From an optimization exercise on the open Yosys and OpenROAD flow, aimed at a short achievable clock period; shortcuts taken in it are not production practice.
At most, simulation tests tie the RTL to the original design; equivalence was not proved.

## cpu
module cpu (
    input wire clk,               
    input wire reset,             
    input wire [15:0] instr,      
    output reg [7:0] result       
);
    localparam LB = 4;
    localparam NP = 1 << (8 - LB);
    localparam NL = 1 << LB;
    wire [2:0] op  = instr[14:12];
    wire [3:0] rd  = instr[11:8];
    wire [7:0] imm = instr[7:0];
    wire is_li  = (op == 3'b000);
    wire is_st  = (op == 3'b001);
    wire is_ld  = (op == 3'b010);
    wire is_add = (op == 3'b011);
    wire we_nx  = is_li | is_st | is_add;
    reg          write_enable;    
    reg [7:0]    addr;            
    reg [NP-1:0] wsel;            
    reg [NP-1:0] a_hi_oh;         
    reg [NL-1:0] a_lo_oh;         
    reg [NP-1:0] s_new;           
    reg          s_old, s_wb;
    reg [7:0]    dsel;            
    reg [7:0]    reg_write_data;  
    reg [7:0]    operand2;        
    reg [7:0]    operand2_q;      
    wire [7:0]   operand1;        
    wire [7:0]   data_out;        
    wire [7:0]   alu_result;      
    wire [7:0]   hold;            
    wire new_a = !reset && (is_st || is_ld);
    wire new_d = !reset && !op[2];
    wire          a_hit  = write_enable && (addr == imm);
    wire          sel_wb = new_a ? a_hit : write_enable;
    wire [NP-1:0] hi_new = {{(NP-1){1'b0}}, 1'b1} << imm[7:LB];
    memory #(.LB(LB)) mem_inst (
        .clk(clk), .wsel(wsel), .lo_oh(a_lo_oh),
        .wdata(reg_write_data), .lo_new(imm[LB-1:0]),
  ...
For scale: about 4,900 cells after synthesis, roughly 2,400 flip-flops, ~26 I/O pins, ~0.087 mm2 of cells after synthesis.
==> module alu, before the edit <==
module alu (
    input  wire [7:0] operand1,
    input  wire [7:0] operand2,
    output wire [7:0] result
);
    assign result = operand1 + operand2;
endmodule
==> module register, before the edit <==
module register (
    input  wire       clk,
    input  wire [7:0] dsel,       
    input  wire [7:0] wdata,      
    input  wire       new_d,      
    input  wire [3:0] rd,         
    output reg  [7:0] op1
);
    reg [7:0] r [0:7];
    integer i;
    always @(posedge clk)
        for (i = 0; i < 8; i = i + 1)
            if (dsel[i]) r[i] <= wdata;
    wire       byp  = dsel[rd[2:0]];
    wire [7:0] rnew = rd[3] ? 8'h00 : (byp ? wdata : r[rd[2:0]]);
    wire [7:0] rold = (|dsel) ? wdata : 8'h00;
    always @(posedge clk)
        op1 <= new_d ? rnew : rold;
endmodule
==> module cpu, before the edit <==
module cpu (
    input wire clk,               
    input wire reset,             
    input wire [15:0] instr,      
    output reg [7:0] result       
);
    localparam LB = 4;
    localparam NP = 1 << (8 - LB);
    localparam NL = 1 << LB;
    wire [2:0] op  = instr[14:12];
    wire [3:0] rd  = instr[11:8];
    wire [7:0] imm = instr[7:0];
    wire is_li  = (op == 3'b000);
    wire is_st  = (op == 3'b001);
    wire is_ld  = (op == 3'b010);
    wire is_add = (op == 3'b011);
    wire we_nx  = is_li | is_st | is_add;
    reg          write_enable;    
    reg [7:0]    addr;            
    reg [NP-1:0] wsel;            
    reg [NP-1:0] a_hi_oh;         
    reg [NL-1:0] a_lo_oh;         
    reg [NP-1:0] s_new;           
    reg          s_old, s_wb;
    reg [7:0]    dsel;            
    reg [7:0]    reg_write_data;  
    reg [7:0]    operand2;        
    reg [7:0]    operand2_q;      
    wire [7:0]   operand1;        
    wire [7:0]   data_out;        
    wire [7:0]   alu_result;      
    wire [7:0]   hold;            
    wire new_a = !reset && (is_st || is_ld);
    wire new_d = !reset && !op[2];
    wire          a_hit  = write_enable && (addr == imm);
    wire          sel_wb = new_a ? a_hit : write_enable;
    wire [NP-1:0] hi_new = {{(NP-1){1'b0}}, 1'b1} << imm[7:LB];
    memory #(.LB(LB)) mem_inst (
        .clk(clk), .wsel(wsel), .lo_oh(a_lo_oh),
        .wdata(reg_write_data), .lo_new(imm[LB-1:0]),
        .s_new(s_new), .s_old(s_old), .s_wb(s_wb),
        .we(write_enable),
        .data_out(data_out), .hold(hold)
    );
    register reg_file (
        .clk(clk), .dsel(dsel), .wdata(reg_write_data),
        .new_d(new_d), .rd(rd), .op1(operand1)
    );
    alu alu_inst (.operand1(operand1), .operand2(operand2_q), .result(alu_result));
    always @(posedge clk or posedge reset) begin
        if (reset) begin
            result <= 8'b0;
            write_enable <= 1'b0;
            wsel <= {NP{1'b0}};
        end else begin
            write_enable <= we_nx;
            wsel <= we_nx ? (new_a ? hi_new : a_hi_oh) : {NP{1'b0}};
            if (is_ld)  result <= data_out;
            if (is_add) result <= alu_result;
        end
    end
    always @(posedge clk) begin
        s_new <= (new_a && !sel_wb) ? hi_new : {NP{1'b0}};
        s_old <= !new_a && !sel_wb;
        s_wb  <= sel_wb;
        operand2_q <= (!reset && is_add) ? imm : operand2;
    end
    always @(posedge clk) begin
        if (!reset) begin
            case (op)
                3'b000: reg_write_data <= imm;
                3'b001: reg_write_data <= operand1;
                3'b010: reg_write_data <= data_out;
                3'b011: begin
                    reg_write_data <= alu_result;
                    operand2 <= imm;
                end
                default: ;
            endcase
            if (new_d) dsel <= rd[3] ? 8'b0 : (8'b1 << rd[2:0]);
            if (new_a) begin
                addr <= imm;
                a_hi_oh <= hi_new;
                a_lo_oh <= {{(NL-1){1'b0}}, 1'b1} << imm[LB-1:0];
            end
        end
    end
endmodule
clock: 4.0 ns
lec_check: 0
cap_margin: 20
core_margin: 2
core_utilization: 40
setup_slack_margin: 1.8
slew_margin: 20
run.sh (not shown) runs the stock make flow with config.mk's settings and CLKGATE_MAP_FILE= SYNTH_SCRIPT=/design/flow/synth_recipe.tcl, a recipe that flattens the netlist after the stock synthesis.
Then changed:
--- a/flow/design.v
+++ b/flow/design.v
@@ -1,29 +1,39 @@
 module alu (
-    input  wire [7:0] operand1,
-    input  wire [7:0] operand2,
+    input  wire [7:0] g,
+    input  wire [7:0] p,
     output wire [7:0] result
 );
-    assign result = operand1 + operand2;
+    wire [7:0] g1, p1, g2, p2, g3;
+    assign g1 = g | (p & {g[6:0], 1'b0});
+    assign p1 = p & {p[6:0], 1'b1};
+    assign g2 = g1 | (p1 & {g1[5:0], 2'b0});
+    assign p2 = p1 & {p1[5:0], 2'b11};
+    assign g3 = g2 | (p2 & {g2[3:0], 4'b0});
+    assign result = p ^ {g3[6:0], 1'b0};
 endmodule
 module register (
     input  wire       clk,
     input  wire [7:0] dsel,       
+    input  wire [2:0] dlow,       
+    input  wire       dvalid,     
     input  wire [7:0] wdata,      
     input  wire       new_d,      
     input  wire [3:0] rd,         
-    output reg  [7:0] op1
+    output reg  [7:0] op1,
+    output wire [7:0] op1_nx
 );
     reg [7:0] r [0:7];
     integer i;
     always @(posedge clk)
         for (i = 0; i < 8; i = i + 1)
             if (dsel[i]) r[i] <= wdata;
-    wire       byp  = dsel[rd[2:0]];
+    wire       byp  = dvalid && (dlow == rd[2:0]);
     wire [7:0] rnew = rd[3] ? 8'h00 : (byp ? wdata : r[rd[2:0]]);
-    wire [7:0] rold = (|dsel) ? wdata : 8'h00;
+    wire [7:0] rold = dvalid ? wdata : 8'h00;
+    assign op1_nx = new_d ? rnew : rold;
     always @(posedge clk)
-        op1 <= new_d ? rnew : rold;
+        op1 <= op1_nx;
 endmodule
 module memory #(
     parameter LB = 4,
     parameter NP = 1 << (8 - LB),
@@ -74,9 +84,9 @@
     input wire reset,             
     input wire [15:0] instr,      
     output reg [7:0] result       
 );
-    localparam LB = 4;
+    localparam LB = 3;
     localparam NP = 1 << (8 - LB);
     localparam NL = 1 << LB;
     wire [2:0] op  = instr[14:12];
     wire [3:0] rd  = instr[11:8];
@@ -93,11 +103,14 @@
     reg [NL-1:0] a_lo_oh;         
     reg [NP-1:0] s_new;           
     reg          s_old, s_wb;
     reg [7:0]    dsel;            
+    reg [3:0]    dest_reg;        
+    reg [3:0]    dest_q;          
     reg [7:0]    reg_write_data;  
     reg [7:0]    operand2;        
-    reg [7:0]    operand2_q;      
+    reg [7:0]    add_g, add_p;    
+    wire [7:0]   op1_nx;          
     wire [7:0]   operand1;        
     wire [7:0]   data_out;        
     wire [7:0]   alu_result;      
     wire [7:0]   hold;            
@@ -113,12 +126,13 @@
         .we(write_enable),
         .data_out(data_out), .hold(hold)
     );
     register reg_file (
-        .clk(clk), .dsel(dsel), .wdata(reg_write_data),
-        .new_d(new_d), .rd(rd), .op1(operand1)
+        .clk(clk), .dsel(dsel), .dlow(dest_q[2:0]), .dvalid(!dest_q[3]), .wdata(reg_write_data),
+        .new_d(new_d), .rd(rd), .op1(operand1), .op1_nx(op1_nx)
     );
-    alu alu_inst (.operand1(operand1), .operand2(operand2_q), .result(alu_result));
+    alu alu_inst (.g(add_g), .p(add_p), .result(alu_result));
+    wire [7:0] b_nx = (!reset && is_add) ? imm : operand2;
     always @(posedge clk or posedge reset) begin
         if (reset) begin
             result <= 8'b0;
             write_enable <= 1'b0;
@@ -133,9 +147,11 @@
     always @(posedge clk) begin
         s_new <= (new_a && !sel_wb) ? hi_new : {NP{1'b0}};
         s_old <= !new_a && !sel_wb;
         s_wb  <= sel_wb;
-        operand2_q <= (!reset && is_add) ? imm : operand2;
+        add_g <= op1_nx & b_nx;
+        add_p <= op1_nx ^ b_nx;
+        dest_q <= new_d ? rd : dest_reg;
     end
     always @(posedge clk) begin
         if (!reset) begin
             case (op)
@@ -147,9 +163,12 @@
                     operand2 <= imm;
                 end
                 default: ;
             endcase
-            if (new_d) dsel <= rd[3] ? 8'b0 : (8'b1 << rd[2:0]);
+            if (new_d) begin
+                dsel <= rd[3] ? 8'b0 : (8'b1 << rd[2:0]);
+                dest_reg <= rd;
+            end
             if (new_a) begin
                 addr <= imm;
                 a_hi_oh <= hi_new;
                 a_lo_oh <= {{(NL-1){1'b0}}, 1'b1} << imm[LB-1:0];
Result:
- The changed run passed the timing, design-rule and antenna checks
- setup slack gets worse by 290 ps
- clock-buffer cell count grows by 79
- wire length shrinks by roughly a tenth
- cell area grows by a few percent
- worst hold slack gets better by 26 ps
- flip-flop and latch count grows by 183
- global-route usage shrinks by 3.7 points
For the second run of this note, only the layout was checked, not whether the RTL still works.

-- what the ideal ports hide --
Ports are ideal in the flow. The routed layouts listed here were re-timed in OpenROAD.
Step 1 sets driving cells, clkbuf_16 on the clock port and buf_2 on the other inputs (assumed; they add their load-dependent delay and slew).
Step 2, shift: input delay + t, output delay - t, t = (earliest + latest rising clock arrival at the registers) / 2. This alone moves slack from input paths to output paths.
Slacks: ideal ports / drivers / drivers and shift; pairs: ideal ports / drivers.
| run | t (ns) | setup slack, ns | hold slack, ns | pins driven straight from the clock port |
|---|---|---|---|---|
| the first run | 0.960 | 1.670 / 1.670 / 0.776 | 0.399 / 0.368 / 0.471 | 1 |
| the second run | 0.992 | 1.377 / 1.377 / 0.840 | 0.425 / 0.379 / 0.441 | 1 |
After both steps every run listed still meets setup and hold. For the first run, which loses most, drivers alone change the setup slack by 0.000 ns; drivers and shift together by -0.894 ns.
